This design comes from an exercise in tuning for small area on the open sky130 flow, not from production work.
Function was not checked in any run shown here: the RTL went through the layout flow alone.
No activity file was given, so power comes from the tool's default toggle rates.

==> flow/design.v, too long to show whole: its modules and the start of the top module <==
// module color_tracker: 1466 lines
// module fa: 4 lines
// module ha: 4 lines
module color_tracker
(
    input   wire        clk         ,
    input   wire        rst_n       ,
    output  wire [15:0] pix_addr    ,
    output  wire        pix_rden    ,
    input   wire [15:0] pix_data    ,
    output  wire [7:0]  vga_r       ,
    output  wire [7:0]  vga_g       ,
    output  wire [7:0]  vga_b       ,
    output  reg         th_hsync    ,
    output  reg         th_vsync    ,
    output  wire [31:0] x_error     ,
    output  wire [31:0] h_error
 ) ;
function rge;
    input [15:0] a;
    input [15:0] b;
    integer i;
    reg c;
    begin
        c = 1'b1;
        for (i = 0; i < 16; i = i + 1)
            c = (a[i] & ~b[i]) | (~(a[i] ^ b[i]) & c);
  // ...
==> flow/flow/run.sh <==
#!/bin/bash
# The standard layout (standard.sh: the ORFS run, unchanged synthesis),
# with one change: the buffers ORFS puts on every input and output port are
# the platform's smallest buffer, sky130_fd_sc_hd__buf_1.
set -euo pipefail
bash standard.sh "BUFFER_PORTS_ARGS=-buffer_cell sky130_fd_sc_hd__buf_1" finish > standard_flow.log 2>&1
==> flow/standard.sh <==
#!/bin/bash
# synth_recipe.tcl (not shown) runs the flow's synth.tcl, then flattens the netlist and writes it again
# the make line also repeats each setting of config.mk as NAME=value (left out here)
make -C /OpenROAD-flow-scripts/flow DESIGN_CONFIG=/design/flow/config.mk WORK_HOME=/design/flow/orfs CLKGATE_MAP_FILE= SYNTH_SCRIPT=/design/flow/synth_recipe.tcl "${@:-finish}"
==> flow/config.mk <==
export PLATFORM = sky130hd
export DESIGN_NAME = color_tracker
export DESIGN_NICKNAME = color_tracker
export VERILOG_FILES = /design/flow/design.v
export SDC_FILE = /design/flow/constraint.sdc
export NUM_CORES = 4
export LEC_CHECK = 0
export CAP_MARGIN = 20
export CORE_MARGIN = 2
export CORE_UTILIZATION = 65
export CTS_BUF_LIST = sky130_fd_sc_hd__clkbuf_8
export SLEW_MARGIN = 20
export SYNTH_HIERARCHICAL = 1
==> flow/constraint.sdc <==
create_clock -name core_clock -period 12.0 [get_ports {clk}]
set_input_delay 2.4000 -clock core_clock [delete_from_list [all_inputs] [get_ports {clk}]]
set_output_delay 2.4000 -clock core_clock [all_outputs]
set_load 0.01 [all_outputs]
==> flow_results.org, run 1 <==
** Synth
- Mux share of post-synthesis cell area :: 1.59%
- Most used standard cells in the synthesized netlist :: 156 x sky130_fd_sc_hd__fa_1, 151 x sky130_fd_sc_hd__ha_1, 118 x sky130_fd_sc_hd__inv_1
- Number of instances in the synthesized netlist :: 1,255
- Counting distinct cell types in the post-synthesis netlist gives 66.

** Drt
- The highest layer touched by signal routing is met4.
- Summed over all nets, wire length on met3 after detailed routing comes to around 1.3 mm.
- In the detailed route, the total length drawn on met2 is 13.9 mm.

** Critical path
- Delay of the slowest cell on the worst path :: 0.73 ns
- Following the worst setup path forward leads to its endpoint at h_error[19].
- STA classifies the critical path endpoint as an output port.
- Classification of the worst setup path :: reg -> out
- For flop-to-flop paths, the worst setup slack is 5.89 ns.

** GRT
- The first global-routing pass estimated 45.8 mm of wire.
- Global Route Usage Sum :: about a quarter
- For this run, global-route usage on met2 was measured as 45.3%.

** Place
- Post-place setup slack :: approximately 0.62 ns
- Summing all placed instances gives a cell area of approximately 0.014 mm2.

** Clock network
- Buffers inserted during clock tree synthesis total 17.
- Hold repair after CTS inserted 0 buffers.
- Quantity of gates resized following cts :: 0

** Timing
- After layout, the minimum clock period comes to 11.61 ns.

** Power
- The largest part of the power goes to registers.
- Power attributed to the clock group :: 415 uW

** Worst hold path
- The path class of the tightest hold or removal check is reg -> reg.
- Hold Startpoint :: d2[5]$_DFF_P_

** Layout
- Multi-input gate area :: 0.00857 mm2
- Share of cell area taken by flip-flops and latches :: 27.1%
- Post-route cell area :: 0.0141 mm2
- In the final layout, the share of cells above drive strength 1 is 7.06%.
- Repair and plain buffers :: ~130

** Die
- The floorplan has 52 rows.
- Full die area :: 0.0219 mm2
- 125 I/O pins were placed.

** Outcome
- The run finished with no timing, DRC or antenna violations.
==> run 2: changes to the inputs <==
==> flow/design.v (replaced) <==
`timescale 1ns/ 1ps
module color_tracker
(
    input   wire        clk         ,
    input   wire        rst_n       ,
    output  wire [15:0] pix_addr    ,
    output  wire        pix_rden    ,
    input   wire [15:0] pix_data    ,
    output  wire [7:0]  vga_r       ,
    output  wire [7:0]  vga_g       ,
    output  wire [7:0]  vga_b       ,
    output  reg         th_hsync    ,
    output  reg         th_vsync    ,
    output  wire [31:0] x_error     ,
    output  wire [31:0] h_error
 ) ;
function rge;
    input [15:0] a;
    input [15:0] b;
    integer i;
    reg c;
    begin
        c = 1'b1;
        for (i = 0; i < 16; i = i + 1)
            c = (a[i] & ~b[i]) | (~(a[i] ^ b[i]) & c);
        rge = c;
    end
endfunction
function [15:0] radd;
    input [15:0] a;
    input [15:0] b;
    integer i;
    reg c;
    begin
        c = 1'b0;
        for (i = 0; i < 16; i = i + 1) begin
            radd[i] = a[i] ^ b[i] ^ c;
            c = (a[i] & b[i]) | (c & (a[i] ^ b[i]));
        end
    end
endfunction
function [4:0] nx5;
    input [4:0] s;
    nx5 = {s[3:0], ~(s[4] ^ s[2])};
endfunction
function [2:0] nx3;
    input [2:0] s;
    nx3 = {s[1:0], ~(s[2] ^ s[1])};
endfunction
function [8:0] nx9;
    input [8:0] s;
    nx9 = {s[7:0], ~(s[8] ^ s[4])};
endfunction
localparam [4:0] C5_0 = 5'd0, C5_15 = 5'd11, C5_16 = 5'd23;
localparam [2:0] C3_0 = 3'd0, C3_4 = 3'd5, C3_5 = 3'd2;
localparam [8:0] C9_0 = 9'd0, C9_500 = 9'd67;
reg [9:0]  h;
reg [9:0]  v;
reg [15:0] addr;
wire       addr_en;
reg [15:0] d1, d2, d3;
reg [7:0]  x0, y0, x1, y1;
wire       wrap = &x1[7:4];                      
wire [8:0] ma;
wire hs_1;
wire hc_2;
wire fs_3;
wire fc_4;
wire fs_5;
wire fc_6;
wire fs_7;
wire fc_8;
wire hs_9;
wire hc_10;
wire hs_11;
wire hc_12;
wire fs_13;
wire fc_14;
wire fs_15;
wire fc_16;
wire fs_17;
wire fc_18;
wire hs_19;
wire hc_20;
wire hs_21;
wire hc_22;
wire hs_23;
wire hc_24;
wire fs_25;
wire fc_26;
wire fs_27;
wire fc_28;
wire fs_29;
wire fc_30;
wire fs_31;
wire fc_32;
wire fs_33;
wire fc_34;
wire fs_35;
wire fc_36;
wire hs_37;
wire hc_38;
wire hs_39;
wire hc_40;
wire hs_41;
wire hc_42;
wire fs_43;
wire fc_44;
wire fs_45;
wire fc_46;
wire fs_47;
wire fc_48;
wire fs_49;
wire fc_50;
wire hs_51;
wire hc_52;
wire hs_53;
wire hc_54;
wire hs_55;
wire hc_56;
wire hs_57;
wire hc_58;
wire [8:0] t_p;
wire [9:0] t_sb;
wire hs_59;
wire hc_60;
wire fs_61;
wire fc_62;
wire fs_63;
wire fc_64;
wire fs_65;
wire fc_66;
wire fs_67;
wire fc_68;
wire hs_69;
wire hc_70;
wire hs_71;
wire hc_72;
wire hs_73;
wire hc_74;
wire xs_75;
wire xc_76;
wire fs_77;
wire fc_78;
wire fs_79;
wire fc_80;
wire fs_81;
wire fc_82;
wire fs_83;
wire fc_84;
wire [10:0] t_e3;
wire hs_85;
wire hc_86;
wire fs_87;
wire fc_88;
wire fs_89;
wire fc_90;
wire fs_91;
wire fc_92;
wire hs_93;
wire hc_94;
wire hs_95;
wire hc_96;
wire hs_97;
wire hc_98;
wire fs_99;
wire fc_100;
wire fs_101;
wire fc_102;
wire fs_103;
wire fc_104;
wire hs_105;
wire hc_106;
wire xs_107;
wire xc_108;
wire fs_109;
wire fc_110;
wire fs_111;
wire fc_112;
wire fs_113;
wire fc_114;
wire fs_115;
wire fc_116;
wire xs_117;
wire xc_118;
wire xs_119;
wire xc_120;
wire xs_121;
wire xc_122;
wire xs_123;
wire xc_124;
wire hs_125;
wire hc_126;
wire fs_127;
wire fc_128;
wire fs_129;
wire fc_130;
wire fs_131;
wire fc_132;
wire fs_133;
wire fc_134;
wire hs_135;
wire hc_136;
wire hs_137;
wire hc_138;
wire hs_139;
wire hc_140;
wire [11:0] t_c19;
wire hs_141;
wire hc_142;
wire fs_143;
wire fc_144;
wire fs_145;
wire fc_146;
wire fs_147;
wire fc_148;
wire fs_149;
wire fc_150;
wire hs_151;
wire hc_152;
wire hs_153;
wire hc_154;
wire hs_155;
wire hc_156;
wire [8:0] t_k5;
function [8:0] t_h14;   
    input [4:0] r;
    case (r)
        5'd0: t_h14 = 9'd0;
        5'd1: t_h14 = 9'd0;
        5'd2: t_h14 = 9'd0;
        5'd3: t_h14 = 9'd0;
        5'd4: t_h14 = 9'd0;
        5'd5: t_h14 = 9'd0;
        5'd6: t_h14 = 9'd0;
        5'd7: t_h14 = 9'd0;
        5'd8: t_h14 = 9'd11;
        5'd9: t_h14 = 9'd25;
        5'd10: t_h14 = 9'd39;
        5'd11: t_h14 = 9'd53;
        5'd12: t_h14 = 9'd67;
        5'd13: t_h14 = 9'd81;
        5'd14: t_h14 = 9'd95;
        5'd15: t_h14 = 9'd109;
        5'd16: t_h14 = 9'd123;
        5'd17: t_h14 = 9'd137;
        5'd18: t_h14 = 9'd151;
        5'd19: t_h14 = 9'd165;
        5'd20: t_h14 = 9'd179;
        5'd21: t_h14 = 9'd193;
        5'd22: t_h14 = 9'd207;
        5'd23: t_h14 = 9'd221;
        5'd24: t_h14 = 9'd235;
        5'd25: t_h14 = 9'd249;
        5'd26: t_h14 = 9'd263;
        5'd27: t_h14 = 9'd277;
        5'd28: t_h14 = 9'd291;
        5'd29: t_h14 = 9'd305;
        5'd30: t_h14 = 9'd319;
        5'd31: t_h14 = 9'd333;
        default: t_h14 = 9'd0;
    endcase
endfunction
function [4:0] t_b1;    
    input [2:0] r;
    input [2:0] g;
    case ({r, g})
        6'd31: t_b1 = 5'd31;
        6'd24: t_b1 = 5'd31;
        6'd25: t_b1 = 5'd27;
        6'd26: t_b1 = 5'd23;
        6'd27: t_b1 = 5'd18;
        6'd28: t_b1 = 5'd14;
        6'd39: t_b1 = 5'd31;
        6'd32: t_b1 = 5'd29;
        6'd33: t_b1 = 5'd25;
        6'd34: t_b1 = 5'd20;
        6'd35: t_b1 = 5'd16;
        6'd36: t_b1 = 5'd11;
        6'd47: t_b1 = 5'd31;
        6'd40: t_b1 = 5'd27;
        6'd41: t_b1 = 5'd22;
        6'd42: t_b1 = 5'd17;
        6'd43: t_b1 = 5'd13;
        6'd44: t_b1 = 5'd8;
        6'd55: t_b1 = 5'd28;
        6'd48: t_b1 = 5'd24;
        6'd49: t_b1 = 5'd19;
        6'd50: t_b1 = 5'd15;
        6'd51: t_b1 = 5'd10;
        6'd52: t_b1 = 5'd6;
        6'd63: t_b1 = 5'd26;
        6'd56: t_b1 = 5'd21;
        6'd57: t_b1 = 5'd17;
        6'd58: t_b1 = 5'd12;
        6'd59: t_b1 = 5'd7;
        6'd60: t_b1 = 5'd3;
        default: t_b1 = 5'd0;
    endcase
endfunction
wire hs_157;
wire hc_158;
wire hs_159;
wire hc_160;
wire hs_161;
wire hc_162;
wire hs_163;
wire hc_164;
wire hs_165;
wire hc_166;
wire hs_167;
wire hc_168;
wire hs_169;
wire hc_170;
wire hs_171;
wire hc_172;
wire hs_173;
wire hc_174;
wire [9:0] h_inc;
wire hs_175;
wire hc_176;
wire hs_177;
wire hc_178;
wire hs_179;
wire hc_180;
wire hs_181;
wire hc_182;
wire hs_183;
wire hc_184;
wire hs_185;
wire hc_186;
wire hs_187;
wire hc_188;
wire hs_189;
wire hc_190;
wire hs_191;
wire hc_192;
wire [9:0] v_inc;
wire hs_193;
wire hc_194;
wire hs_195;
wire hc_196;
wire hs_197;
wire hc_198;
wire hs_199;
wire hc_200;
wire hs_201;
wire hc_202;
wire hs_203;
wire hc_204;
wire hs_205;
wire hc_206;
wire hs_207;
wire hc_208;
wire hs_209;
wire hc_210;
wire hs_211;
wire hc_212;
wire hs_213;
wire hc_214;
wire hs_215;
wire hc_216;
wire hs_217;
wire hc_218;
wire hs_219;
wire hc_220;
wire hs_221;
wire hc_222;
wire hs_223;
wire hc_224;
wire [15:0] addr_nx;
wire cx_225;
wire fs_226;
wire fc_227;
wire fs_228;
wire fc_229;
wire fs_230;
wire fc_231;
wire fs_232;
wire fc_233;
wire fs_234;
wire fc_235;
wire fs_236;
wire fc_237;
wire fs_238;
wire fc_239;
wire [7:0] midx;
wire cy_240;
wire fs_241;
wire fc_242;
wire fs_243;
wire fc_244;
wire fs_245;
wire fc_246;
wire fs_247;
wire fc_248;
wire fs_249;
wire fc_250;
wire fs_251;
wire fc_252;
wire fs_253;
wire fc_254;
wire [7:0] midy;
wire xs_255;
wire xc_256;
wire fs_257;
wire fc_258;
wire fs_259;
wire fc_260;
wire fs_261;
wire fc_262;
wire fs_263;
wire fc_264;
wire fs_265;
wire fc_266;
wire fs_267;
wire fc_268;
wire fs_269;
wire fc_270;
wire xs_271;
wire xc_272;
wire fs_273;
wire fc_274;
wire fs_275;
wire fc_276;
wire fs_277;
wire fc_278;
wire fs_279;
wire fc_280;
wire fs_281;
wire fc_282;
wire fs_283;
wire fc_284;
wire fs_285;
wire fc_286;
wire [8:0] dxs;
wire [8:0] dys;
wire pp_287;
wire pp_288;
wire pp_289;
wire pp_290;
wire pp_291;
wire pp_292;
wire pp_293;
wire pp_294;
wire pp_295;
wire pp_296;
wire pp_297;
wire pp_298;
wire pp_299;
wire pp_300;
wire pp_301;
wire pp_302;
wire pp_303;
wire pp_304;
wire pp_305;
wire pp_306;
wire pp_307;
wire pp_308;
wire pp_309;
wire pp_310;
wire pp_311;
wire pp_312;
wire pp_313;
wire pp_314;
wire pp_315;
wire pp_316;
wire pp_317;
wire pp_318;
wire pp_319;
wire pp_320;
wire pp_321;
wire pp_322;
wire pp_323;
wire pp_324;
wire pp_325;
wire pp_326;
wire pp_327;
wire pp_328;
wire pp_329;
wire pp_330;
wire pp_331;
wire pp_332;
wire pp_333;
wire pp_334;
wire pp_335;
wire pp_336;
wire pp_337;
wire pp_338;
wire pp_339;
wire pp_340;
wire pp_341;
wire pp_342;
wire pp_343;
wire pp_344;
wire pp_345;
wire pp_346;
wire pp_347;
wire pp_348;
wire pp_349;
wire pp_350;
wire pp_351;
wire pp_352;
wire pp_353;
wire pp_354;
wire pp_355;
wire pp_356;
wire pp_357;
wire pp_358;
wire pp_359;
wire pp_360;
wire pp_361;
wire pp_362;
wire pp_363;
wire pp_364;
wire pp_365;
wire pp_366;
wire pp_367;
wire wr_368;
wire wr_369;
wire wr_370;
wire wr_371;
wire wr_372;
wire wr_373;
wire wr_374;
wire wr_375;
wire wr_376;
wire fs_377;
wire fc_378;
wire fs_379;
wire fc_380;
wire hs_381;
wire hc_382;
wire fs_383;
wire fc_384;
wire fs_385;
wire fc_386;
wire hs_387;
wire hc_388;
wire xs_389;
wire xc_390;
wire fs_391;
wire fc_392;
wire fs_393;
wire fc_394;
wire fs_395;
wire fc_396;
wire fs_397;
wire fc_398;
wire xs_399;
wire xc_400;
wire fs_401;
wire fc_402;
wire xs_403;
wire xc_404;
wire hs_405;
wire hc_406;
wire xs_407;
wire xc_408;
wire xs_409;
wire xc_410;
wire fs_411;
wire fc_412;
wire hs_413;
wire hc_414;
wire fs_415;
wire fc_416;
wire fs_417;
wire fc_418;
wire fs_419;
wire fc_420;
wire fs_421;
wire fc_422;
wire fs_423;
wire fc_424;
wire fs_425;
wire fc_426;
wire fs_427;
wire fc_428;
wire fs_429;
wire fc_430;
wire fs_431;
wire fc_432;
wire fs_433;
wire fc_434;
wire fs_435;
wire fc_436;
wire fs_437;
wire fc_438;
wire fs_439;
wire fc_440;
wire fs_441;
wire fc_442;
wire fs_443;
wire fc_444;
wire fs_445;
wire fc_446;
wire xs_447;
wire xc_448;
wire fs_449;
wire fc_450;
wire xs_451;
wire xc_452;
wire hs_453;
wire hc_454;
wire fs_455;
wire fc_456;
wire fs_457;
wire fc_458;
wire fs_459;
wire fc_460;
wire fs_461;
wire fc_462;
wire fs_463;
wire fc_464;
wire fs_465;
wire fc_466;
wire fs_467;
wire fc_468;
wire fs_469;
wire fc_470;
wire fs_471;
wire fc_472;
wire fs_473;
wire fc_474;
wire fs_475;
wire fc_476;
wire fs_477;
wire fc_478;
wire xs_479;
wire xc_480;
wire hs_481;
wire hc_482;
wire fs_483;
wire fc_484;
wire fs_485;
wire fc_486;
wire fs_487;
wire fc_488;
wire fs_489;
wire fc_490;
wire fs_491;
wire fc_492;
wire fs_493;
wire fc_494;
wire fs_495;
wire fc_496;
wire fs_497;
wire fc_498;
wire fs_499;
wire fc_500;
wire fs_501;
wire fc_502;
wire fs_503;
wire fc_504;
wire fs_505;
wire fc_506;
wire fs_507;
wire fc_508;
wire fs_509;
wire fc_510;
wire hs_511;
wire hc_512;
wire hs_513;
wire hc_514;
wire fs_515;
wire fc_516;
wire fs_517;
wire fc_518;
wire fs_519;
wire fc_520;
wire fs_521;
wire fc_522;
wire fs_523;
wire fc_524;
wire fs_525;
wire fc_526;
wire hs_527;
wire hc_528;
wire fs_529;
wire fc_530;
wire fs_531;
wire fc_532;
wire fs_533;
wire fc_534;
wire fs_535;
wire fc_536;
wire fs_537;
wire fc_538;
wire xs_539;
wire xc_540;
wire fs_541;
wire fc_542;
wire fs_543;
wire fc_544;
wire fs_545;
wire fc_546;
wire fs_547;
wire fc_548;
wire fs_549;
wire fc_550;
wire cs_551;
wire cs_552;
wire cs_553;
wire cs_554;
wire cs_555;
wire cs_556;
wire cc_557;
wire hs_558;
wire hc_559;
wire fs_560;
wire fc_561;
wire fs_562;
wire fc_563;
wire fs_564;
wire fc_565;
wire fs_566;
wire fc_567;
wire fs_568;
wire fc_569;
wire xs_570;
wire xc_571;
wire fs_572;
wire fc_573;
wire fs_574;
wire fc_575;
wire fs_576;
wire fc_577;
wire fs_578;
wire fc_579;
wire fs_580;
wire fc_581;
wire cs_582;
wire cs_583;
wire cs_584;
wire cs_585;
wire cs_586;
wire cs_587;
wire [19:0] hv;
ha u_ha1 (.a(d3[12]), .b(d3[11]), .s(hs_1), .co(hc_2));
fa u_fa1 (.a(d3[13]), .b(d3[12]), .c(hc_2), .s(fs_3), .co(fc_4));
fa u_fa2 (.a(d3[14]), .b(d3[13]), .c(fc_4), .s(fs_5), .co(fc_6));
fa u_fa3 (.a(d3[15]), .b(d3[14]), .c(fc_6), .s(fs_7), .co(fc_8));
ha u_ha2 (.a(d3[15]), .b(fc_8), .s(hs_9), .co(hc_10));
ha u_ha3 (.a(d3[7]), .b(d3[5]), .s(hs_11), .co(hc_12));
fa u_fa4 (.a(d3[8]), .b(d3[6]), .c(hc_12), .s(fs_13), .co(fc_14));
fa u_fa5 (.a(d3[9]), .b(d3[7]), .c(fc_14), .s(fs_15), .co(fc_16));
fa u_fa6 (.a(d3[10]), .b(d3[8]), .c(fc_16), .s(fs_17), .co(fc_18));
ha u_ha4 (.a(d3[9]), .b(fc_18), .s(hs_19), .co(hc_20));
ha u_ha5 (.a(d3[10]), .b(hc_20), .s(hs_21), .co(hc_22));
ha u_ha6 (.a(d3[11]), .b(d3[5]), .s(hs_23), .co(hc_24));
fa u_fa7 (.a(hs_1), .b(d3[6]), .c(hc_24), .s(fs_25), .co(fc_26));
fa u_fa8 (.a(fs_3), .b(hs_11), .c(fc_26), .s(fs_27), .co(fc_28));
fa u_fa9 (.a(fs_5), .b(fs_13), .c(fc_28), .s(fs_29), .co(fc_30));
fa u_fa10 (.a(fs_7), .b(fs_15), .c(fc_30), .s(fs_31), .co(fc_32));
fa u_fa11 (.a(hs_9), .b(fs_17), .c(fc_32), .s(fs_33), .co(fc_34));
fa u_fa12 (.a(hc_10), .b(hs_19), .c(fc_34), .s(fs_35), .co(fc_36));
ha u_ha7 (.a(hs_21), .b(fc_36), .s(hs_37), .co(hc_38));
assign hs_39 = hc_22 ^ hc_38;
ha u_ha9 (.a(hs_23), .b(d3[0]), .s(hs_41), .co(hc_42));
fa u_fa13 (.a(fs_25), .b(d3[1]), .c(hc_42), .s(fs_43), .co(fc_44));
fa u_fa14 (.a(fs_27), .b(d3[2]), .c(fc_44), .s(fs_45), .co(fc_46));
fa u_fa15 (.a(fs_29), .b(d3[3]), .c(fc_46), .s(fs_47), .co(fc_48));
fa u_fa16 (.a(fs_31), .b(d3[4]), .c(fc_48), .s(fs_49), .co(fc_50));
ha u_ha10 (.a(fs_33), .b(fc_50), .s(hs_51), .co(hc_52));
ha u_ha11 (.a(fs_35), .b(hc_52), .s(hs_53), .co(hc_54));
ha u_ha12 (.a(hs_37), .b(hc_54), .s(hs_55), .co(hc_56));
ha u_ha13 (.a(hs_39), .b(hc_56), .s(hs_57), .co(hc_58));
assign t_p[0] = hs_23;
assign t_p[1] = fs_25;
assign t_p[2] = fs_27;
assign t_p[3] = fs_29;
assign t_p[4] = fs_31;
assign t_p[5] = fs_33;
assign t_p[6] = fs_35;
assign t_p[7] = hs_37;
assign t_p[8] = hs_39;
assign t_sb[0] = hs_41;
assign t_sb[1] = fs_43;
assign t_sb[2] = fs_45;
assign t_sb[3] = fs_47;
assign t_sb[4] = fs_49;
assign t_sb[5] = hs_51;
assign t_sb[6] = hs_53;
assign t_sb[7] = hs_55;
assign t_sb[8] = hs_57;
assign t_sb[9] = hc_58;
ha u_ha14 (.a(fs_43), .b(d3[0]), .s(hs_59), .co(hc_60));
fa u_fa17 (.a(fs_45), .b(d3[1]), .c(hc_60), .s(fs_61), .co(fc_62));
fa u_fa18 (.a(fs_47), .b(d3[2]), .c(fc_62), .s(fs_63), .co(fc_64));
fa u_fa19 (.a(fs_49), .b(d3[3]), .c(fc_64), .s(fs_65), .co(fc_66));
fa u_fa20 (.a(hs_51), .b(d3[4]), .c(fc_66), .s(fs_67), .co(fc_68));
ha u_ha15 (.a(hs_53), .b(fc_68), .s(hs_69), .co(hc_70));
ha u_ha16 (.a(hs_55), .b(hc_70), .s(hs_71), .co(hc_72));
assign hs_73 = hs_57 ^ hc_72;
assign xs_75 = ~(fs_65 ^ ~d3[0]);
assign xc_76 = (fs_65 | ~d3[0]);
fa u_fa21 (.a(fs_67), .b(~d3[1]), .c(xc_76), .s(fs_77), .co(fc_78));
fa u_fa22 (.a(hs_69), .b(~d3[2]), .c(fc_78), .s(fs_79), .co(fc_80));
fa u_fa23 (.a(hs_71), .b(~d3[3]), .c(fc_80), .s(fs_81), .co(fc_82));
fa u_fa24 (.a(hs_73), .b(~d3[4]), .c(fc_82), .s(fs_83), .co(fc_84));
assign t_e3[0] = hs_41;
assign t_e3[1] = hs_59;
assign t_e3[2] = fs_61;
assign t_e3[3] = fs_63;
assign t_e3[4] = xs_75;
assign t_e3[5] = fs_77;
assign t_e3[6] = fs_79;
assign t_e3[7] = fs_81;
assign t_e3[8] = fs_83;
assign t_e3[9] = ~fc_84;
assign t_e3[10] = ~fc_84;
ha u_ha18 (.a(d3[12]), .b(d3[5]), .s(hs_85), .co(hc_86));
fa u_fa25 (.a(d3[13]), .b(d3[6]), .c(hc_86), .s(fs_87), .co(fc_88));
fa u_fa26 (.a(d3[14]), .b(d3[7]), .c(fc_88), .s(fs_89), .co(fc_90));
fa u_fa27 (.a(d3[15]), .b(d3[8]), .c(fc_90), .s(fs_91), .co(fc_92));
ha u_ha19 (.a(d3[9]), .b(fc_92), .s(hs_93), .co(hc_94));
ha u_ha20 (.a(d3[10]), .b(hc_94), .s(hs_95), .co(hc_96));
ha u_ha21 (.a(fs_5), .b(d3[0]), .s(hs_97), .co(hc_98));
fa u_fa28 (.a(fs_7), .b(d3[1]), .c(hc_98), .s(fs_99), .co(fc_100));
fa u_fa29 (.a(hs_9), .b(d3[2]), .c(fc_100), .s(fs_101), .co(fc_102));
fa u_fa30 (.a(hc_10), .b(d3[3]), .c(fc_102), .s(fs_103), .co(fc_104));
ha u_ha22 (.a(d3[4]), .b(fc_104), .s(hs_105), .co(hc_106));
assign xs_107 = ~(d3[11] ^ ~d3[0]);
assign xc_108 = (d3[11] | ~d3[0]);
fa u_fa31 (.a(hs_1), .b(~d3[1]), .c(xc_108), .s(fs_109), .co(fc_110));
fa u_fa32 (.a(fs_3), .b(~d3[2]), .c(fc_110), .s(fs_111), .co(fc_112));
fa u_fa33 (.a(hs_97), .b(~d3[3]), .c(fc_112), .s(fs_113), .co(fc_114));
fa u_fa34 (.a(fs_99), .b(~d3[4]), .c(fc_114), .s(fs_115), .co(fc_116));
assign xs_117 = ~(fs_101 ^ fc_116);
assign xc_118 = (fs_101 | fc_116);
assign xs_119 = ~(fs_103 ^ xc_118);
assign xc_120 = (fs_103 | xc_118);
assign xs_121 = ~(hs_105 ^ xc_120);
assign xc_122 = (hs_105 | xc_120);
assign xs_123 = ~(hc_106 ^ xc_122);
assign xc_124 = (hc_106 | xc_122);
ha u_ha23 (.a(d3[11]), .b(fs_115), .s(hs_125), .co(hc_126));
fa u_fa35 (.a(hs_85), .b(xs_117), .c(hc_126), .s(fs_127), .co(fc_128));
fa u_fa36 (.a(fs_87), .b(xs_119), .c(fc_128), .s(fs_129), .co(fc_130));
fa u_fa37 (.a(fs_89), .b(xs_121), .c(fc_130), .s(fs_131), .co(fc_132));
fa u_fa38 (.a(fs_91), .b(xs_123), .c(fc_132), .s(fs_133), .co(fc_134));
ha u_ha24 (.a(hs_93), .b(fc_134), .s(hs_135), .co(hc_136));
ha u_ha25 (.a(hs_95), .b(hc_136), .s(hs_137), .co(hc_138));
assign hs_139 = hc_96 ^ hc_138;
assign t_c19[0] = xs_107;
assign t_c19[1] = fs_109;
assign t_c19[2] = fs_111;
assign t_c19[3] = fs_113;
assign t_c19[4] = hs_125;
assign t_c19[5] = fs_127;
assign t_c19[6] = fs_129;
assign t_c19[7] = fs_131;
assign t_c19[8] = fs_133;
assign t_c19[9] = hs_135;
assign t_c19[10] = hs_137;
assign t_c19[11] = hs_139;
ha u_ha27 (.a(fs_43), .b(d3[11]), .s(hs_141), .co(hc_142));
fa u_fa39 (.a(fs_45), .b(d3[12]), .c(hc_142), .s(fs_143), .co(fc_144));
fa u_fa40 (.a(fs_47), .b(d3[13]), .c(fc_144), .s(fs_145), .co(fc_146));
fa u_fa41 (.a(fs_49), .b(d3[14]), .c(fc_146), .s(fs_147), .co(fc_148));
fa u_fa42 (.a(hs_51), .b(d3[15]), .c(fc_148), .s(fs_149), .co(fc_150));
ha u_ha28 (.a(hs_53), .b(fc_150), .s(hs_151), .co(hc_152));
ha u_ha29 (.a(hs_55), .b(hc_152), .s(hs_153), .co(hc_154));
assign hs_155 = hs_57 ^ hc_154;
assign t_k5[0] = hs_41;
assign t_k5[1] = hs_141;
assign t_k5[2] = fs_143;
assign t_k5[3] = fs_145;
assign t_k5[4] = fs_147;
assign t_k5[5] = fs_149;
assign t_k5[6] = hs_151;
assign t_k5[7] = hs_153;
assign t_k5[8] = hs_155;
ha u_ha31 (.a(h[1]), .b(h[0]), .s(hs_157), .co(hc_158));
ha u_ha32 (.a(h[2]), .b(hc_158), .s(hs_159), .co(hc_160));
ha u_ha33 (.a(h[3]), .b(hc_160), .s(hs_161), .co(hc_162));
ha u_ha34 (.a(h[4]), .b(hc_162), .s(hs_163), .co(hc_164));
ha u_ha35 (.a(h[5]), .b(hc_164), .s(hs_165), .co(hc_166));
ha u_ha36 (.a(h[6]), .b(hc_166), .s(hs_167), .co(hc_168));
ha u_ha37 (.a(h[7]), .b(hc_168), .s(hs_169), .co(hc_170));
ha u_ha38 (.a(h[8]), .b(hc_170), .s(hs_171), .co(hc_172));
assign hs_173 = h[9] ^ hc_172;
assign h_inc[0] = ~h[0];
assign h_inc[1] = hs_157;
assign h_inc[2] = hs_159;
assign h_inc[3] = hs_161;
assign h_inc[4] = hs_163;
assign h_inc[5] = hs_165;
assign h_inc[6] = hs_167;
assign h_inc[7] = hs_169;
assign h_inc[8] = hs_171;
assign h_inc[9] = hs_173;
ha u_ha40 (.a(v[1]), .b(v[0]), .s(hs_175), .co(hc_176));
ha u_ha41 (.a(v[2]), .b(hc_176), .s(hs_177), .co(hc_178));
ha u_ha42 (.a(v[3]), .b(hc_178), .s(hs_179), .co(hc_180));
ha u_ha43 (.a(v[4]), .b(hc_180), .s(hs_181), .co(hc_182));
ha u_ha44 (.a(v[5]), .b(hc_182), .s(hs_183), .co(hc_184));
ha u_ha45 (.a(v[6]), .b(hc_184), .s(hs_185), .co(hc_186));
ha u_ha46 (.a(v[7]), .b(hc_186), .s(hs_187), .co(hc_188));
ha u_ha47 (.a(v[8]), .b(hc_188), .s(hs_189), .co(hc_190));
assign hs_191 = v[9] ^ hc_190;
assign v_inc[0] = ~v[0];
assign v_inc[1] = hs_175;
assign v_inc[2] = hs_177;
assign v_inc[3] = hs_179;
assign v_inc[4] = hs_181;
assign v_inc[5] = hs_183;
assign v_inc[6] = hs_185;
assign v_inc[7] = hs_187;
assign v_inc[8] = hs_189;
assign v_inc[9] = hs_191;
ha u_ha49 (.a(addr[0]), .b(addr_en), .s(hs_193), .co(hc_194));
ha u_ha50 (.a(addr[1]), .b(hc_194), .s(hs_195), .co(hc_196));
ha u_ha51 (.a(addr[2]), .b(hc_196), .s(hs_197), .co(hc_198));
ha u_ha52 (.a(addr[3]), .b(hc_198), .s(hs_199), .co(hc_200));
ha u_ha53 (.a(addr[4]), .b(hc_200), .s(hs_201), .co(hc_202));
ha u_ha54 (.a(addr[5]), .b(hc_202), .s(hs_203), .co(hc_204));
ha u_ha55 (.a(addr[6]), .b(hc_204), .s(hs_205), .co(hc_206));
ha u_ha56 (.a(addr[7]), .b(hc_206), .s(hs_207), .co(hc_208));
ha u_ha57 (.a(addr[8]), .b(hc_208), .s(hs_209), .co(hc_210));
ha u_ha58 (.a(addr[9]), .b(hc_210), .s(hs_211), .co(hc_212));
ha u_ha59 (.a(addr[10]), .b(hc_212), .s(hs_213), .co(hc_214));
ha u_ha60 (.a(addr[11]), .b(hc_214), .s(hs_215), .co(hc_216));
ha u_ha61 (.a(addr[12]), .b(hc_216), .s(hs_217), .co(hc_218));
ha u_ha62 (.a(addr[13]), .b(hc_218), .s(hs_219), .co(hc_220));
ha u_ha63 (.a(addr[14]), .b(hc_220), .s(hs_221), .co(hc_222));
assign hs_223 = addr[15] ^ hc_222;
assign addr_nx[0] = hs_193;
assign addr_nx[1] = hs_195;
assign addr_nx[2] = hs_197;
assign addr_nx[3] = hs_199;
assign addr_nx[4] = hs_201;
assign addr_nx[5] = hs_203;
assign addr_nx[6] = hs_205;
assign addr_nx[7] = hs_207;
assign addr_nx[8] = hs_209;
assign addr_nx[9] = hs_211;
assign addr_nx[10] = hs_213;
assign addr_nx[11] = hs_215;
assign addr_nx[12] = hs_217;
assign addr_nx[13] = hs_219;
assign addr_nx[14] = hs_221;
assign addr_nx[15] = hs_223;
assign cx_225 = x0[0] & x1[0];
fa u_fa43 (.a(x0[1]), .b(x1[1]), .c(cx_225), .s(fs_226), .co(fc_227));
fa u_fa44 (.a(x0[2]), .b(x1[2]), .c(fc_227), .s(fs_228), .co(fc_229));
fa u_fa45 (.a(x0[3]), .b(x1[3]), .c(fc_229), .s(fs_230), .co(fc_231));
fa u_fa46 (.a(x0[4]), .b(x1[4]), .c(fc_231), .s(fs_232), .co(fc_233));
fa u_fa47 (.a(x0[5]), .b(x1[5]), .c(fc_233), .s(fs_234), .co(fc_235));
fa u_fa48 (.a(x0[6]), .b(x1[6]), .c(fc_235), .s(fs_236), .co(fc_237));
fa u_fa49 (.a(x0[7]), .b(x1[7]), .c(fc_237), .s(fs_238), .co(fc_239));
assign midx[0] = fs_226;
assign midx[1] = fs_228;
assign midx[2] = fs_230;
assign midx[3] = fs_232;
assign midx[4] = fs_234;
assign midx[5] = fs_236;
assign midx[6] = fs_238;
assign midx[7] = fc_239;
assign cy_240 = y0[0] & y1[0];
fa u_fa50 (.a(y0[1]), .b(y1[1]), .c(cy_240), .s(fs_241), .co(fc_242));
fa u_fa51 (.a(y0[2]), .b(y1[2]), .c(fc_242), .s(fs_243), .co(fc_244));
fa u_fa52 (.a(y0[3]), .b(y1[3]), .c(fc_244), .s(fs_245), .co(fc_246));
fa u_fa53 (.a(y0[4]), .b(y1[4]), .c(fc_246), .s(fs_247), .co(fc_248));
fa u_fa54 (.a(y0[5]), .b(y1[5]), .c(fc_248), .s(fs_249), .co(fc_250));
fa u_fa55 (.a(y0[6]), .b(y1[6]), .c(fc_250), .s(fs_251), .co(fc_252));
fa u_fa56 (.a(y0[7]), .b(y1[7]), .c(fc_252), .s(fs_253), .co(fc_254));
assign midy[0] = fs_241;
assign midy[1] = fs_243;
assign midy[2] = fs_245;
assign midy[3] = fs_247;
assign midy[4] = fs_249;
assign midy[5] = fs_251;
assign midy[6] = fs_253;
assign midy[7] = fc_254;
assign xs_255 = ~(x1[0] ^ ~x0[0]);
assign xc_256 = (x1[0] | ~x0[0]);
fa u_fa57 (.a(x1[1]), .b(~x0[1]), .c(xc_256), .s(fs_257), .co(fc_258));
fa u_fa58 (.a(x1[2]), .b(~x0[2]), .c(fc_258), .s(fs_259), .co(fc_260));
fa u_fa59 (.a(x1[3]), .b(~x0[3]), .c(fc_260), .s(fs_261), .co(fc_262));
fa u_fa60 (.a(x1[4]), .b(~x0[4]), .c(fc_262), .s(fs_263), .co(fc_264));
fa u_fa61 (.a(x1[5]), .b(~x0[5]), .c(fc_264), .s(fs_265), .co(fc_266));
fa u_fa62 (.a(x1[6]), .b(~x0[6]), .c(fc_266), .s(fs_267), .co(fc_268));
fa u_fa63 (.a(x1[7]), .b(~x0[7]), .c(fc_268), .s(fs_269), .co(fc_270));
assign xs_271 = ~(y1[0] ^ ~y0[0]);
assign xc_272 = (y1[0] | ~y0[0]);
fa u_fa64 (.a(y1[1]), .b(~y0[1]), .c(xc_272), .s(fs_273), .co(fc_274));
fa u_fa65 (.a(y1[2]), .b(~y0[2]), .c(fc_274), .s(fs_275), .co(fc_276));
fa u_fa66 (.a(y1[3]), .b(~y0[3]), .c(fc_276), .s(fs_277), .co(fc_278));
fa u_fa67 (.a(y1[4]), .b(~y0[4]), .c(fc_278), .s(fs_279), .co(fc_280));
fa u_fa68 (.a(y1[5]), .b(~y0[5]), .c(fc_280), .s(fs_281), .co(fc_282));
fa u_fa69 (.a(y1[6]), .b(~y0[6]), .c(fc_282), .s(fs_283), .co(fc_284));
fa u_fa70 (.a(y1[7]), .b(~y0[7]), .c(fc_284), .s(fs_285), .co(fc_286));
assign dxs[0] = xs_255;
assign dxs[1] = fs_257;
assign dxs[2] = fs_259;
assign dxs[3] = fs_261;
assign dxs[4] = fs_263;
assign dxs[5] = fs_265;
assign dxs[6] = fs_267;
assign dxs[7] = fs_269;
assign dxs[8] = ~fc_270;
assign dys[0] = xs_271;
assign dys[1] = fs_273;
assign dys[2] = fs_275;
assign dys[3] = fs_277;
assign dys[4] = fs_279;
assign dys[5] = fs_281;
assign dys[6] = fs_283;
assign dys[7] = fs_285;
assign dys[8] = ~fc_286;
assign pp_287 = ma[0] & dys[0];
assign pp_288 = ma[1] & dys[0];
assign pp_289 = ma[2] & dys[0];
assign pp_290 = ma[3] & dys[0];
assign pp_291 = ma[4] & dys[0];
assign pp_292 = ma[5] & dys[0];
assign pp_293 = ma[6] & dys[0];
assign pp_294 = ma[7] & dys[0];
assign pp_295 = ~(ma[8] & dys[0]);
assign pp_296 = ma[0] & dys[1];
assign pp_297 = ma[1] & dys[1];
assign pp_298 = ma[2] & dys[1];
assign pp_299 = ma[3] & dys[1];
assign pp_300 = ma[4] & dys[1];
assign pp_301 = ma[5] & dys[1];
assign pp_302 = ma[6] & dys[1];
assign pp_303 = ma[7] & dys[1];
assign pp_304 = ~(ma[8] & dys[1]);
assign pp_305 = ma[0] & dys[2];
assign pp_306 = ma[1] & dys[2];
assign pp_307 = ma[2] & dys[2];
assign pp_308 = ma[3] & dys[2];
assign pp_309 = ma[4] & dys[2];
assign pp_310 = ma[5] & dys[2];
assign pp_311 = ma[6] & dys[2];
assign pp_312 = ma[7] & dys[2];
assign pp_313 = ~(ma[8] & dys[2]);
assign pp_314 = ma[0] & dys[3];
assign pp_315 = ma[1] & dys[3];
assign pp_316 = ma[2] & dys[3];
assign pp_317 = ma[3] & dys[3];
assign pp_318 = ma[4] & dys[3];
assign pp_319 = ma[5] & dys[3];
assign pp_320 = ma[6] & dys[3];
assign pp_321 = ma[7] & dys[3];
assign pp_322 = ~(ma[8] & dys[3]);
assign pp_323 = ma[0] & dys[4];
assign pp_324 = ma[1] & dys[4];
assign pp_325 = ma[2] & dys[4];
assign pp_326 = ma[3] & dys[4];
assign pp_327 = ma[4] & dys[4];
assign pp_328 = ma[5] & dys[4];
assign pp_329 = ma[6] & dys[4];
assign pp_330 = ma[7] & dys[4];
assign pp_331 = ~(ma[8] & dys[4]);
assign pp_332 = ma[0] & dys[5];
assign pp_333 = ma[1] & dys[5];
assign pp_334 = ma[2] & dys[5];
assign pp_335 = ma[3] & dys[5];
assign pp_336 = ma[4] & dys[5];
assign pp_337 = ma[5] & dys[5];
assign pp_338 = ma[6] & dys[5];
assign pp_339 = ma[7] & dys[5];
assign pp_340 = ~(ma[8] & dys[5]);
assign pp_341 = ma[0] & dys[6];
assign pp_342 = ma[1] & dys[6];
assign pp_343 = ma[2] & dys[6];
assign pp_344 = ma[3] & dys[6];
assign pp_345 = ma[4] & dys[6];
assign pp_346 = ma[5] & dys[6];
assign pp_347 = ma[6] & dys[6];
assign pp_348 = ma[7] & dys[6];
assign pp_349 = ~(ma[8] & dys[6]);
assign pp_350 = ma[0] & dys[7];
assign pp_351 = ma[1] & dys[7];
assign pp_352 = ma[2] & dys[7];
assign pp_353 = ma[3] & dys[7];
assign pp_354 = ma[4] & dys[7];
assign pp_355 = ma[5] & dys[7];
assign pp_356 = ma[6] & dys[7];
assign pp_357 = ma[7] & dys[7];
assign pp_358 = ~(ma[8] & dys[7]);
assign pp_359 = ~(ma[0] & dys[8]);
assign pp_360 = ~(ma[1] & dys[8]);
assign pp_361 = ~(ma[2] & dys[8]);
assign pp_362 = ~(ma[3] & dys[8]);
assign pp_363 = ~(ma[4] & dys[8]);
assign pp_364 = ~(ma[5] & dys[8]);
assign pp_365 = ~(ma[6] & dys[8]);
assign pp_366 = ~(ma[7] & dys[8]);
assign pp_367 = ma[8] & dys[8];
assign wr_368 = wrap & dys[0];
assign wr_369 = wrap & dys[1];
assign wr_370 = wrap & dys[2];
assign wr_371 = wrap & dys[3];
assign wr_372 = wrap & dys[4];
assign wr_373 = wrap & dys[5];
assign wr_374 = wrap & dys[6];
assign wr_375 = wrap & dys[7];
assign wr_376 = ~(wrap & dys[8]);
fa u_fa71 (.a(pp_293), .b(pp_301), .c(pp_309), .s(fs_377), .co(fc_378));
fa u_fa72 (.a(pp_294), .b(pp_302), .c(pp_310), .s(fs_379), .co(fc_380));
ha u_ha65 (.a(pp_318), .b(pp_326), .s(hs_381), .co(hc_382));
fa u_fa73 (.a(pp_295), .b(pp_303), .c(pp_311), .s(fs_383), .co(fc_384));
fa u_fa74 (.a(pp_319), .b(pp_327), .c(pp_335), .s(fs_385), .co(fc_386));
ha u_ha66 (.a(pp_343), .b(pp_351), .s(hs_387), .co(hc_388));
assign xs_389 = ~(pp_304 ^ pp_312);
assign xc_390 = (pp_304 | pp_312);
fa u_fa75 (.a(pp_320), .b(pp_328), .c(pp_336), .s(fs_391), .co(fc_392));
fa u_fa76 (.a(pp_344), .b(pp_352), .c(pp_360), .s(fs_393), .co(fc_394));
fa u_fa77 (.a(pp_313), .b(pp_321), .c(pp_329), .s(fs_395), .co(fc_396));
fa u_fa78 (.a(pp_337), .b(pp_345), .c(pp_353), .s(fs_397), .co(fc_398));
assign xs_399 = ~(pp_322 ^ pp_330);
assign xc_400 = (pp_322 | pp_330);
fa u_fa79 (.a(pp_338), .b(pp_346), .c(pp_354), .s(fs_401), .co(fc_402));
assign xs_403 = ~(pp_331 ^ pp_339);
assign xc_404 = (pp_331 | pp_339);
ha u_ha67 (.a(pp_347), .b(pp_355), .s(hs_405), .co(hc_406));
assign xs_407 = ~(pp_340 ^ pp_348);
assign xc_408 = (pp_340 | pp_348);
assign xs_409 = ~(pp_291 ^ pp_299);
assign xc_410 = (pp_291 | pp_299);
fa u_fa80 (.a(~pp_292), .b(pp_300), .c(pp_308), .s(fs_411), .co(fc_412));
ha u_ha68 (.a(pp_316), .b(pp_324), .s(hs_413), .co(hc_414));
fa u_fa81 (.a(fs_377), .b(pp_317), .c(pp_325), .s(fs_415), .co(fc_416));
fa u_fa82 (.a(pp_333), .b(pp_341), .c(pp_292), .s(fs_417), .co(fc_418));
fa u_fa83 (.a(fs_379), .b(hs_381), .c(pp_334), .s(fs_419), .co(fc_420));
fa u_fa84 (.a(pp_342), .b(pp_350), .c(fc_378), .s(fs_421), .co(fc_422));
fa u_fa85 (.a(fs_383), .b(fs_385), .c(hs_387), .s(fs_423), .co(fc_424));
fa u_fa86 (.a(pp_359), .b(fc_380), .c(hc_382), .s(fs_425), .co(fc_426));
fa u_fa87 (.a(xs_389), .b(fs_391), .c(fs_393), .s(fs_427), .co(fc_428));
fa u_fa88 (.a(fc_384), .b(fc_386), .c(hc_388), .s(fs_429), .co(fc_430));
fa u_fa89 (.a(fs_395), .b(fs_397), .c(pp_361), .s(fs_431), .co(fc_432));
fa u_fa90 (.a(xc_390), .b(fc_392), .c(fc_394), .s(fs_433), .co(fc_434));
fa u_fa91 (.a(xs_399), .b(fs_401), .c(pp_362), .s(fs_435), .co(fc_436));
fa u_fa92 (.a(wr_368), .b(fc_396), .c(fc_398), .s(fs_437), .co(fc_438));
fa u_fa93 (.a(xs_403), .b(hs_405), .c(pp_363), .s(fs_439), .co(fc_440));
fa u_fa94 (.a(wr_369), .b(xc_400), .c(fc_402), .s(fs_441), .co(fc_442));
fa u_fa95 (.a(xs_407), .b(pp_356), .c(pp_364), .s(fs_443), .co(fc_444));
fa u_fa96 (.a(wr_370), .b(xc_404), .c(hc_406), .s(fs_445), .co(fc_446));
assign xs_447 = ~(pp_349 ^ pp_357);
assign xc_448 = (pp_349 | pp_357);
fa u_fa97 (.a(pp_365), .b(wr_371), .c(xc_408), .s(fs_449), .co(fc_450));
assign xs_451 = ~(pp_358 ^ pp_366);
assign xc_452 = (pp_358 | pp_366);
ha u_ha69 (.a(pp_290), .b(pp_298), .s(hs_453), .co(hc_454));
fa u_fa98 (.a(xs_409), .b(pp_307), .c(pp_315), .s(fs_455), .co(fc_456));
fa u_fa99 (.a(fs_411), .b(hs_413), .c(pp_332), .s(fs_457), .co(fc_458));
fa u_fa100 (.a(fs_415), .b(fs_417), .c(fc_412), .s(fs_459), .co(fc_460));
fa u_fa101 (.a(fs_419), .b(fs_421), .c(fc_416), .s(fs_461), .co(fc_462));
fa u_fa102 (.a(fs_423), .b(fs_425), .c(fc_420), .s(fs_463), .co(fc_464));
fa u_fa103 (.a(fs_427), .b(fs_429), .c(fc_424), .s(fs_465), .co(fc_466));
fa u_fa104 (.a(fs_431), .b(fs_433), .c(fc_428), .s(fs_467), .co(fc_468));
fa u_fa105 (.a(fs_435), .b(fs_437), .c(fc_432), .s(fs_469), .co(fc_470));
fa u_fa106 (.a(fs_439), .b(fs_441), .c(fc_436), .s(fs_471), .co(fc_472));
fa u_fa107 (.a(fs_443), .b(fs_445), .c(fc_440), .s(fs_473), .co(fc_474));
fa u_fa108 (.a(xs_447), .b(fs_449), .c(fc_444), .s(fs_475), .co(fc_476));
fa u_fa109 (.a(xs_451), .b(wr_372), .c(xc_448), .s(fs_477), .co(fc_478));
assign xs_479 = ~(pp_367 ^ wr_373);
assign xc_480 = (pp_367 | wr_373);
ha u_ha70 (.a(pp_289), .b(pp_297), .s(hs_481), .co(hc_482));
fa u_fa110 (.a(hs_453), .b(pp_306), .c(pp_314), .s(fs_483), .co(fc_484));
fa u_fa111 (.a(fs_455), .b(pp_323), .c(hc_454), .s(fs_485), .co(fc_486));
fa u_fa112 (.a(fs_457), .b(xc_410), .c(fc_456), .s(fs_487), .co(fc_488));
fa u_fa113 (.a(fs_459), .b(hc_414), .c(fc_458), .s(fs_489), .co(fc_490));
fa u_fa114 (.a(fs_461), .b(fc_418), .c(fc_460), .s(fs_491), .co(fc_492));
fa u_fa115 (.a(fs_463), .b(fc_422), .c(fc_462), .s(fs_493), .co(fc_494));
fa u_fa116 (.a(fs_465), .b(fc_426), .c(fc_464), .s(fs_495), .co(fc_496));
fa u_fa117 (.a(fs_467), .b(fc_430), .c(fc_466), .s(fs_497), .co(fc_498));
fa u_fa118 (.a(fs_469), .b(fc_434), .c(fc_468), .s(fs_499), .co(fc_500));
fa u_fa119 (.a(fs_471), .b(fc_438), .c(fc_470), .s(fs_501), .co(fc_502));
fa u_fa120 (.a(fs_473), .b(fc_442), .c(fc_472), .s(fs_503), .co(fc_504));
fa u_fa121 (.a(fs_475), .b(fc_446), .c(fc_474), .s(fs_505), .co(fc_506));
fa u_fa122 (.a(fs_477), .b(fc_450), .c(fc_476), .s(fs_507), .co(fc_508));
fa u_fa123 (.a(xs_479), .b(xc_452), .c(fc_478), .s(fs_509), .co(fc_510));
ha u_ha71 (.a(wr_374), .b(xc_480), .s(hs_511), .co(hc_512));
ha u_ha72 (.a(pp_288), .b(pp_296), .s(hs_513), .co(hc_514));
fa u_fa124 (.a(hs_481), .b(pp_305), .c(hc_514), .s(fs_515), .co(fc_516));
fa u_fa125 (.a(fs_483), .b(hc_482), .c(fc_516), .s(fs_517), .co(fc_518));
fa u_fa126 (.a(fs_485), .b(fc_484), .c(fc_518), .s(fs_519), .co(fc_520));
fa u_fa127 (.a(fs_487), .b(fc_486), .c(fc_520), .s(fs_521), .co(fc_522));
fa u_fa128 (.a(fs_489), .b(fc_488), .c(fc_522), .s(fs_523), .co(fc_524));
fa u_fa129 (.a(fs_491), .b(fc_490), .c(fc_524), .s(fs_525), .co(fc_526));
ha u_ha73 (.a(fs_493), .b(fc_492), .s(hs_527), .co(hc_528));
fa u_fa130 (.a(fs_495), .b(fc_494), .c(hc_528), .s(fs_529), .co(fc_530));
fa u_fa131 (.a(fs_497), .b(fc_496), .c(fc_530), .s(fs_531), .co(fc_532));
fa u_fa132 (.a(fs_499), .b(fc_498), .c(fc_532), .s(fs_533), .co(fc_534));
fa u_fa133 (.a(fs_501), .b(fc_500), .c(fc_534), .s(fs_535), .co(fc_536));
fa u_fa134 (.a(fs_503), .b(fc_502), .c(fc_536), .s(fs_537), .co(fc_538));
assign xs_539 = ~(fs_493 ^ fc_492);
assign xc_540 = (fs_493 | fc_492);
fa u_fa135 (.a(fs_495), .b(fc_494), .c(xc_540), .s(fs_541), .co(fc_542));
fa u_fa136 (.a(fs_497), .b(fc_496), .c(fc_542), .s(fs_543), .co(fc_544));
fa u_fa137 (.a(fs_499), .b(fc_498), .c(fc_544), .s(fs_545), .co(fc_546));
fa u_fa138 (.a(fs_501), .b(fc_500), .c(fc_546), .s(fs_547), .co(fc_548));
fa u_fa139 (.a(fs_503), .b(fc_502), .c(fc_548), .s(fs_549), .co(fc_550));
assign cs_551 = fc_526 ? xs_539 : hs_527;
assign cs_552 = fc_526 ? fs_541 : fs_529;
assign cs_553 = fc_526 ? fs_543 : fs_531;
assign cs_554 = fc_526 ? fs_545 : fs_533;
assign cs_555 = fc_526 ? fs_547 : fs_535;
assign cs_556 = fc_526 ? fs_549 : fs_537;
assign cc_557 = fc_526 ? fc_550 : fc_538;
ha u_ha74 (.a(fs_505), .b(fc_504), .s(hs_558), .co(hc_559));
fa u_fa140 (.a(fs_507), .b(fc_506), .c(hc_559), .s(fs_560), .co(fc_561));
fa u_fa141 (.a(fs_509), .b(fc_508), .c(fc_561), .s(fs_562), .co(fc_563));
fa u_fa142 (.a(hs_511), .b(fc_510), .c(fc_563), .s(fs_564), .co(fc_565));
fa u_fa143 (.a(~wr_375), .b(hc_512), .c(fc_565), .s(fs_566), .co(fc_567));
assign fs_568 = wr_376 ^ wr_375 ^ fc_567;
assign xs_570 = ~(fs_505 ^ fc_504);
assign xc_571 = (fs_505 | fc_504);
fa u_fa145 (.a(fs_507), .b(fc_506), .c(xc_571), .s(fs_572), .co(fc_573));
fa u_fa146 (.a(fs_509), .b(fc_508), .c(fc_573), .s(fs_574), .co(fc_575));
fa u_fa147 (.a(hs_511), .b(fc_510), .c(fc_575), .s(fs_576), .co(fc_577));
fa u_fa148 (.a(~wr_375), .b(hc_512), .c(fc_577), .s(fs_578), .co(fc_579));
assign fs_580 = wr_376 ^ wr_375 ^ fc_579;
assign cs_582 = cc_557 ? xs_570 : hs_558;
assign cs_583 = cc_557 ? fs_572 : fs_560;
assign cs_584 = cc_557 ? fs_574 : fs_562;
assign cs_585 = cc_557 ? fs_576 : fs_564;
assign cs_586 = cc_557 ? fs_578 : fs_566;
assign cs_587 = cc_557 ? fs_580 : fs_568;
assign hv[0] = pp_287;
assign hv[1] = hs_513;
assign hv[2] = fs_515;
assign hv[3] = fs_517;
assign hv[4] = fs_519;
assign hv[5] = fs_521;
assign hv[6] = fs_523;
assign hv[7] = fs_525;
assign hv[8] = cs_551;
assign hv[9] = cs_552;
assign hv[10] = cs_553;
assign hv[11] = cs_554;
assign hv[12] = cs_555;
assign hv[13] = cs_556;
assign hv[14] = cs_582;
assign hv[15] = cs_583;
assign hv[16] = cs_584;
assign hv[17] = cs_585;
assign hv[18] = cs_586;
assign hv[19] = cs_587;
wire h_end = (h == 10'd800);
wire h_200 = (h == 10'd200);
always @(posedge clk or negedge rst_n) begin
    if (!rst_n)     h <= 10'd636;
    else if (h_end) h <= 10'd0;
    else            h <= h_inc;
end
always @(posedge clk or negedge rst_n) begin
    if (!rst_n)     v <= 10'd480;
    else if (h_200) v <= (v == 10'd525) ? 10'd0 : v_inc;
end
wire h_lt195 = !rge(h, 195);
wire h_lt196 = !rge(h, 196);
wire h_lt198 = !rge(h, 198);
wire h_lt199 = !rge(h, 199);
wire h_lt201 = !rge(h, 201);
wire h_ge796 = rge(h, 796);
wire h_ge797 = rge(h, 797);
wire h_ge799 = rge(h, 799);
wire r1 = !rge(v, 164);                         
wire r2 = rge(v, 200) && !rge(v, 364);          
assign pix_rden = (h_ge796 || h_lt195) && (r1 || r2);
wire de_a = (h_end || h_lt199) && r1;
wire de_b = (h_ge799 || h_lt198) && r2;
wire de_l = (h != 10'd0) && h_lt201 && r1;
assign addr_en = h_ge797 || h_lt196;
always @(posedge clk) begin
    if (!(r1 || r2)) addr <= 16'd0;
    else             addr <= addr_nx;
end
assign pix_addr = (h == 10'd796) ? 16'd0 : addr;
wire h_ge5 = rge(h, 641) || h_lt201;             
always @(posedge clk or negedge rst_n) begin
    if (!rst_n) begin
        th_hsync <= 1'b0;
        th_vsync <= 1'b0;
    end else begin
        th_hsync <= rge(h, 657) && !rge(h, 753);
        th_vsync <= (v == 10'd491) || (h_ge5 ? (v == 10'd490) : (v == 10'd492));
    end
end
always @(posedge clk) begin
    d1 <= pix_data;
    d2 <= d1;
    d3 <= d2;
end
wire [4:0] tR = d3[15:11];
wire [5:0] tG = d3[10:5];
wire [4:0] tB = d3[4:0];
wire t_c0 = rge({6'd0, t_sb}, 16'd49);
wire [15:0] t_r7 = radd({11'd0, tR}, 16'hfff9);           
wire t_c4 = rge({11'd0, tR}, 16'd7) && rge({7'd0, t_r7[4:0], 4'b1011}, {7'd0, t_k5});
wire t_c1 = rge(16'd1764, {4'd0, t_c19});
wire t_c23 = rge({5'd0, t_e3 ^ 11'h400}, 16'd920) &&       
             rge(16'd1127, {5'd0, t_e3 ^ 11'h400});        
wire target = t_c0 && t_c1 && t_c23 && t_c4;
reg nb0;         
reg nb1;         
reg nb2;         
always @(posedge clk or negedge rst_n) begin
    if (!rst_n) begin
        nb0 <= 1'b0;
        nb1 <= 1'b1;
        nb2 <= 1'b1;
    end else begin
        nb0 <= !target;
        nb1 <= nb0;
        nb2 <= nb1;
    end
end
reg rq1, rq2;
always @(posedge clk or negedge rst_n) begin
    if (!rst_n) begin
        rq1 <= 1'b0;
        rq2 <= 1'b0;
    end else begin
        rq1 <= 1'b1;
        rq2 <= rq1;
    end
end
wire rst_d = !rq2;
wire       eol  = de_l && h_200;             
wire       v163 = (v == 10'd163);
wire [15:0] v_m4  = radd({8'd0, v[7:0]}, 16'hfffc);
wire [15:0] h_m16 = radd({8'd0, h[7:0]}, 16'hfff0);
wire [7:0] vl4  = v_m4[7:0];                         
wire [7:0] hl15 = de_l ? h_m16[7:0] : 8'd241;         
reg [4:0] hb;    
reg [2:0] vb;    
reg [4:0] he;    
reg [2:0] ve;    
reg [8:0] cnt;   
reg       fd;
wire hb16    = (hb == C5_16);
wire cnt_sat = (cnt == C9_500);
reg [7:0] x0n, y0n, x1n, y1n;
always @(*) begin
    x0n = x0;
    y0n = y0;
    x1n = x1;
    y1n = y1;
    if (rst_d) begin
        x0n = 8'd0;
        y0n = 8'd0;
        x1n = 8'd0;
    end else if (vb == C3_4) begin
        if (hb == C5_15) begin
            x0n = hl15;
            y0n = vl4;
        end else if (he == C5_15) begin
            x1n = hl15;
        end
    end else if (fd) begin
        x0n = 8'd0;
        y0n = 8'd0;
        x1n = 8'd0;
    end
    if (rst_d)            y1n = 8'd0;
    else if (ve == C3_4)  y1n = vl4;
    else if (fd)          y1n = 8'd0;
end
always @(posedge clk) begin
    if (!de_l)     hb <= C5_0;
    else if (hb16) hb <= hb;
    else if (!nb2) hb <= nx5(hb);
    else           hb <= C5_0;
    if (!hb16)             he <= C5_0;
    else if (he == C5_16)  he <= he;
    else if (nb2)          he <= nx5(he);
    else                   he <= C5_0;
end
always @(posedge clk or negedge rst_n) begin
    if (!rst_n) begin
        vb  <= C3_0;
        ve  <= C3_0;
        cnt <= C9_0;
        fd  <= 1'b0;
        x0  <= 8'd80;
        y0  <= 8'd0;
        x1  <= 8'd120;
        y1  <= 8'd50;
    end else begin
        if (v163)             vb <= C3_0;
        else if (vb == C3_5)  vb <= vb;
        else if (eol)         vb <= hb16 ? nx3(vb) : C3_0;
        if (vb != C3_5)       ve <= C3_0;
        else if (ve == C3_5)  ve <= ve;
        else if (eol)         ve <= (hb == C5_0) ? nx3(ve) : C3_0;
        if (v163 && eol)           cnt <= C9_0;
        else if (!nb2 && !cnt_sat) cnt <= nx9(cnt);
        if (de_l && h == 10'd191 && v[7:0] == 8'd159) fd <= !cnt_sat;
        x0 <= x0n;
        y0 <= y0n;
        x1 <= x1n;
        y1 <= y1n;
    end
end
wire [15:0] xe = radd({8'd0, midx}, wrap ? 16'd796 : 16'd924);
assign x_error = {{22{xe[9] & !wrap}}, xe[9:0]};
assign ma = {dxs[8] ^ wrap, dxs[7:0]};
assign h_error = {{12{hv[19]}}, hv};
wire [7:0] hd = h[9] ? 8'd0 : h[7:0];        
wire [7:0] vd = v[7:0];
wire flag0 = !rge({8'd0, x0n}, {8'd0, hd}) && !rge({8'd0, hd}, {8'd0, x1n});
wire flag1 = !rge({8'd0, y0n}, {8'd0, vd}) && !rge({8'd0, vd}, {8'd0, y1n});
wire red   = (flag0 && (vd == y0n || vd == y1n)) ||
             (flag1 && (hd == x0n || hd == x1n)) ||
             (!wrap && vd == midy && hd == midx);
wire white = !red && nb1;
wire rw    = red || white;
reg [4:0] or_r;
reg [5:0] or_g;
reg [4:0] or_b;
reg       or_rl, or_gl;
always @(posedge clk or negedge rst_n) begin
    if (!rst_n) begin
        or_r  <= 5'd0;
        or_g  <= 6'd0;
        or_b  <= 5'd0;
        or_rl <= 1'b0;
        or_gl <= 1'b0;
    end else if (de_a) begin
        or_r  <= {5{rw}};
        or_g  <= {6{white}};
        or_b  <= {5{white}};
        or_rl <= rw;
        or_gl <= white;
    end else if (de_b) begin
        or_r  <= d3[15:11];
        or_g  <= d3[10:5];
        or_b  <= d3[4:0];
        or_rl <= 1'b0;
        or_gl <= 1'b0;
    end else begin
        or_r  <= 5'd0;
        or_g  <= 6'd0;
        or_b  <= 5'd0;
        or_rl <= 1'b0;
        or_gl <= 1'b0;
    end
end
assign vga_r = {or_r, {3{or_rl}}};
assign vga_g = {or_g, {2{or_gl}}};
assign vga_b = {or_b, {3{or_gl}}};
endmodule
module fa (input a, input b, input c, output s, output co);
    assign s  = a ^ b ^ c;
    assign co = (a & b) | (c & (a ^ b));
endmodule
module ha (input a, input b, output s, output co);
    assign s  = a ^ b;
    assign co = a & b;
endmodule
==> flow/flow/run.sh (replaced) <==
#!/bin/bash
# The standard layout (standard.sh: the ORFS run, unchanged synthesis),
# with two changes: the buffers ORFS puts on every input and output port are
# the platform's smallest buffer, sky130_fd_sc_hd__buf_1, and clock tree
# synthesis uses clkbuf_8 and inserts no dummy loads.
set -euo pipefail
bash standard.sh "BUFFER_PORTS_ARGS=-buffer_cell sky130_fd_sc_hd__buf_1" \
  "CTS_ARGS=-sink_clustering_enable -repair_clock_nets -buf_list sky130_fd_sc_hd__clkbuf_8 -dont_use_dummy_load" \
  finish > standard_flow.log 2>&1
==> run 2 against run 1 <==
  * Critical path type unchanged
  * Final cell count down 1.2%
  * First-iteration DRC count up 14%
  * Still clean
  * Utilization down 1.3 points
  * Design area down 2.8%
==> flow_results.org, run 2 <==
** Outcome
- Run status :: finished clean

** Layout
- Most common cell after layout, fill and taps aside :: sky130_fd_sc_hd__ha_1
- Leaving out fill and tap cells, the most frequent cells in the layout are 145 x sky130_fd_sc_hd__ha_1, 141 x sky130_fd_sc_hd__fa_1, 113 x sky130_fd_sc_hd__inv_1, 110 x sky130_fd_sc_hd__buf_1, 95 x sky130_fd_sc_hd__and2_1.
- Non-filler cells in the finished layout :: 1,568
- Post-route cell area :: 0.0137 mm2 (-2.8%)
- Fraction of final layout cells sized beyond drive strength 1 :: 7.55% (+0.49 points)

** Worst hold path
- The tightest min-delay check is of the reg -> reg type.
- Hold Startpoint :: d1[0]$_DFF_P_

** GRT
- The initial antenna violation count is 0.
- Global Route Usage Sum :: 26.7% (+0.15 points)
- Overflow after GRT :: 0
- The first-pass GRT wire length was 45.2 mm (-1.3%).
- GR Layer Usage met1 :: 38.6%
- In this run the most used layer during global routing was met2.
- The global-route met2 utilization came to 41.8% (-3.4 points).
- The number of global-route vias before repair is about 9.0k.

** Critical path
- Along the worst path, the maximum fanout reaches 13.
- The critical path in this run is classified as reg -> out.
- The internal reg-to-reg setup slack is 5.18 ns (-0.71 ns).
- Capturing element type of the critical path :: output port
- The delay of the slowest cell on the worst path came to 0.57 ns (-0.16 ns).
- Reg2Reg Capture Point :: nb0$_DFF_PN0_
- Required time of the critical path :: 9.60 ns

** Synth
- sky130_fd_sc_hd__fa_1 is the most common cell in the netlist.
- Yosys printed 7 warnings.
- After synthesis, the largest area contributor takes up between 20 and 25% of total cell area.
- Ranked by instance count, the synthesized netlist is headed by 148 x sky130_fd_sc_hd__fa_1, 145 x sky130_fd_sc_hd__ha_1, 113 x sky130_fd_sc_hd__inv_1.
- Number of instances in the synthesized netlist :: 1,251 (-0.32%)
- In this run the cell area of the synthesized design comes to 0.0132 mm2.
- The most used flip-flop cell after synthesis is sky130_fd_sc_hd__dfxtp_1.
- The count of cell types in the netlist is 67 (+1.5%).
- Yosys mapped a number of flops with a built-in enable equal to 0.

** Timing
- Slew at the pin closest to its max-slew limit :: 1.08 ns
- Worst hold slack :: 0.308 ns
- The final period demand of the worst path was 11.64 ns (+0.0291 ns).

** Drt
- Count of TritonRoute iterations in the first routing pass :: 6
- After the first detailed-routing iteration, the DRC count stood at about 520.
- Dividing the detail-routed via count by the number of cells gives ~5.6.
- For this block, the routed nets add up to 26.9 mm of wire.
- Antenna-violating nets left :: 0

** Die
- Full die area :: 0.0215 mm2 (-1.8%)
- The count of pins on the block boundary came to 125 (unchanged).
- The row count came to 52 (unchanged).

** Clock network
- No sink is reached through more buffers than the 2 on the longest clock path.
- The total clock buffers created by CTS came to 17 (unchanged).
- TritonCTS built the clock tree.

** Flow run
- Max-cap violations in this run came to 0.

** Power
- In this run the power density over the cells is 100 mW/mm2.

** Place
- The standard cell area after detailed placement is 0.0134 mm2 (-1.9%).
[run 2: cell types whose count changed after synthesis, sizes merged, moves of 6 or more]
cell	change
o21ai	+16
a21oi	+12
nand2	+9
fa	-8
a22o	-7
nor4	-7
xnor2	+7
ha	-6
[run 2: repair_timing]
action / in CTS / in global routing
endpoints found under the setup margin: 13 / 18
resized for setup: 3 / 21
pin swaps: 2 / 3
gates cloned: 0 / 0
hold buffers: 0 / 0
buffers inserted: 1 / 2
[run 2: worst max-delay path, delay by kind of cell (launching register included)]
family | cells | cell delay (ns)
adder cells (fa/ha/maj) | 18 | 6.83
buffers and inverters | 7 | 0.70
multiplexers | 2 | 0.45
flip-flops | 1 | 0.41
XOR/XNOR | 2 | 0.31
AND/OR/NAND/NOR | 1 | 0.09
[run 2: logic make-up (layout without fill, tap and decap cells)]
group	count (synthesis)	in the layout	share of synthesized area (%)
simple gates	371	371	15.8
fa+ha+maj	293	293	36.2
buf+inv	217	264	8.15
flops	167	167	29.1
compound gates	153	153	7.21
xor+xnor	28	28	1.86
mux	21	21	1.69
other cells	1	1	0.0284
[run 2: stage by stage]
step	total power, mW	worst slack [ns]	TNS [ns]
after floorplan	0.978	0.318	0
after global placement	1.07	0.337	0
after detailed placement	1.08	0.0968	0
after CTS	1.39	0.0202	0
after global routing	1.50	-0.0126	-0.0915
final	1.38	0.360	0
[run 2: worst max path at each step]
stage | slack, ns | startpoint | cells after the start | endpoint
2_1_floorplan | 0.32 | x1[0]$_DFF_PN0_ | 28 | h_error[19]
3_3_place_gp | 0.34 | x1[0]$_DFF_PN0_ | 29 | h_error[20]
3_5_place_dp | 0.1 | x1[0]$_DFF_PN0_ | 29 | h_error[20]
4_1_cts | 0.02 | x1[0]$_DFF_PN0_ | 30 | h_error[20]
5_1_grt | -0.01 | x1[0]$_DFF_PN0_ | 30 | h_error[20]
6_report | 0.36 | x1[0]$_DFF_PN0_ | 30 | h_error[20]
[run 2: area by class of cell]
class	instances	area [um2]	share of cell area, %
inverter	113	424	3.09
multi-input combinational	867	8340	60.7
tap	270	338	2.46
timing repair buffer	134	577	4.20
sequential	167	3830	27.9
clock buffer	17	234	1.70
[run 2: metal layers]
metal / up-vias / part of all wire (%)
li1: 4167 / -
met1: 4352 / 46
met2: 236 / 47
met3: 39 / 5.0
met4: 0 / 1.9
met5: - / 0
[run 2: Yosys stat by module, one instance, submodules excluded]
module / copies in the design / cells / flops+latches / cell area [um2]
color_tracker: 1 / 1037 / 167 / 9420
fa: 147 / 1 / 0 / 20.0
ha: 67 / 1 / 0 / 12.5
[run 2: power breakdown]
| part | internal, mW | leakage [nW] | total [mW] | switching (mW) |
|---|---|---|---|---|
| clock network | 0.125 | 0.122 | 0.305 | 0.180 |
| registers | 0.586 | 1.71 | 0.609 | 0.0232 |
| logic | 0.216 | 4.47 | 0.463 | 0.248 |
| total | 0.927 | 6.30 | 1.38 | 0.451 |

Check on run 2: ideal ports give 0.360 ns setup slack; a clkbuf_16 on the clock port and buf_2 on the inputs give 0.320 ns; moving port delays by the midpoint clock arrival (0.481 ns) as well gives 0.801 ns.
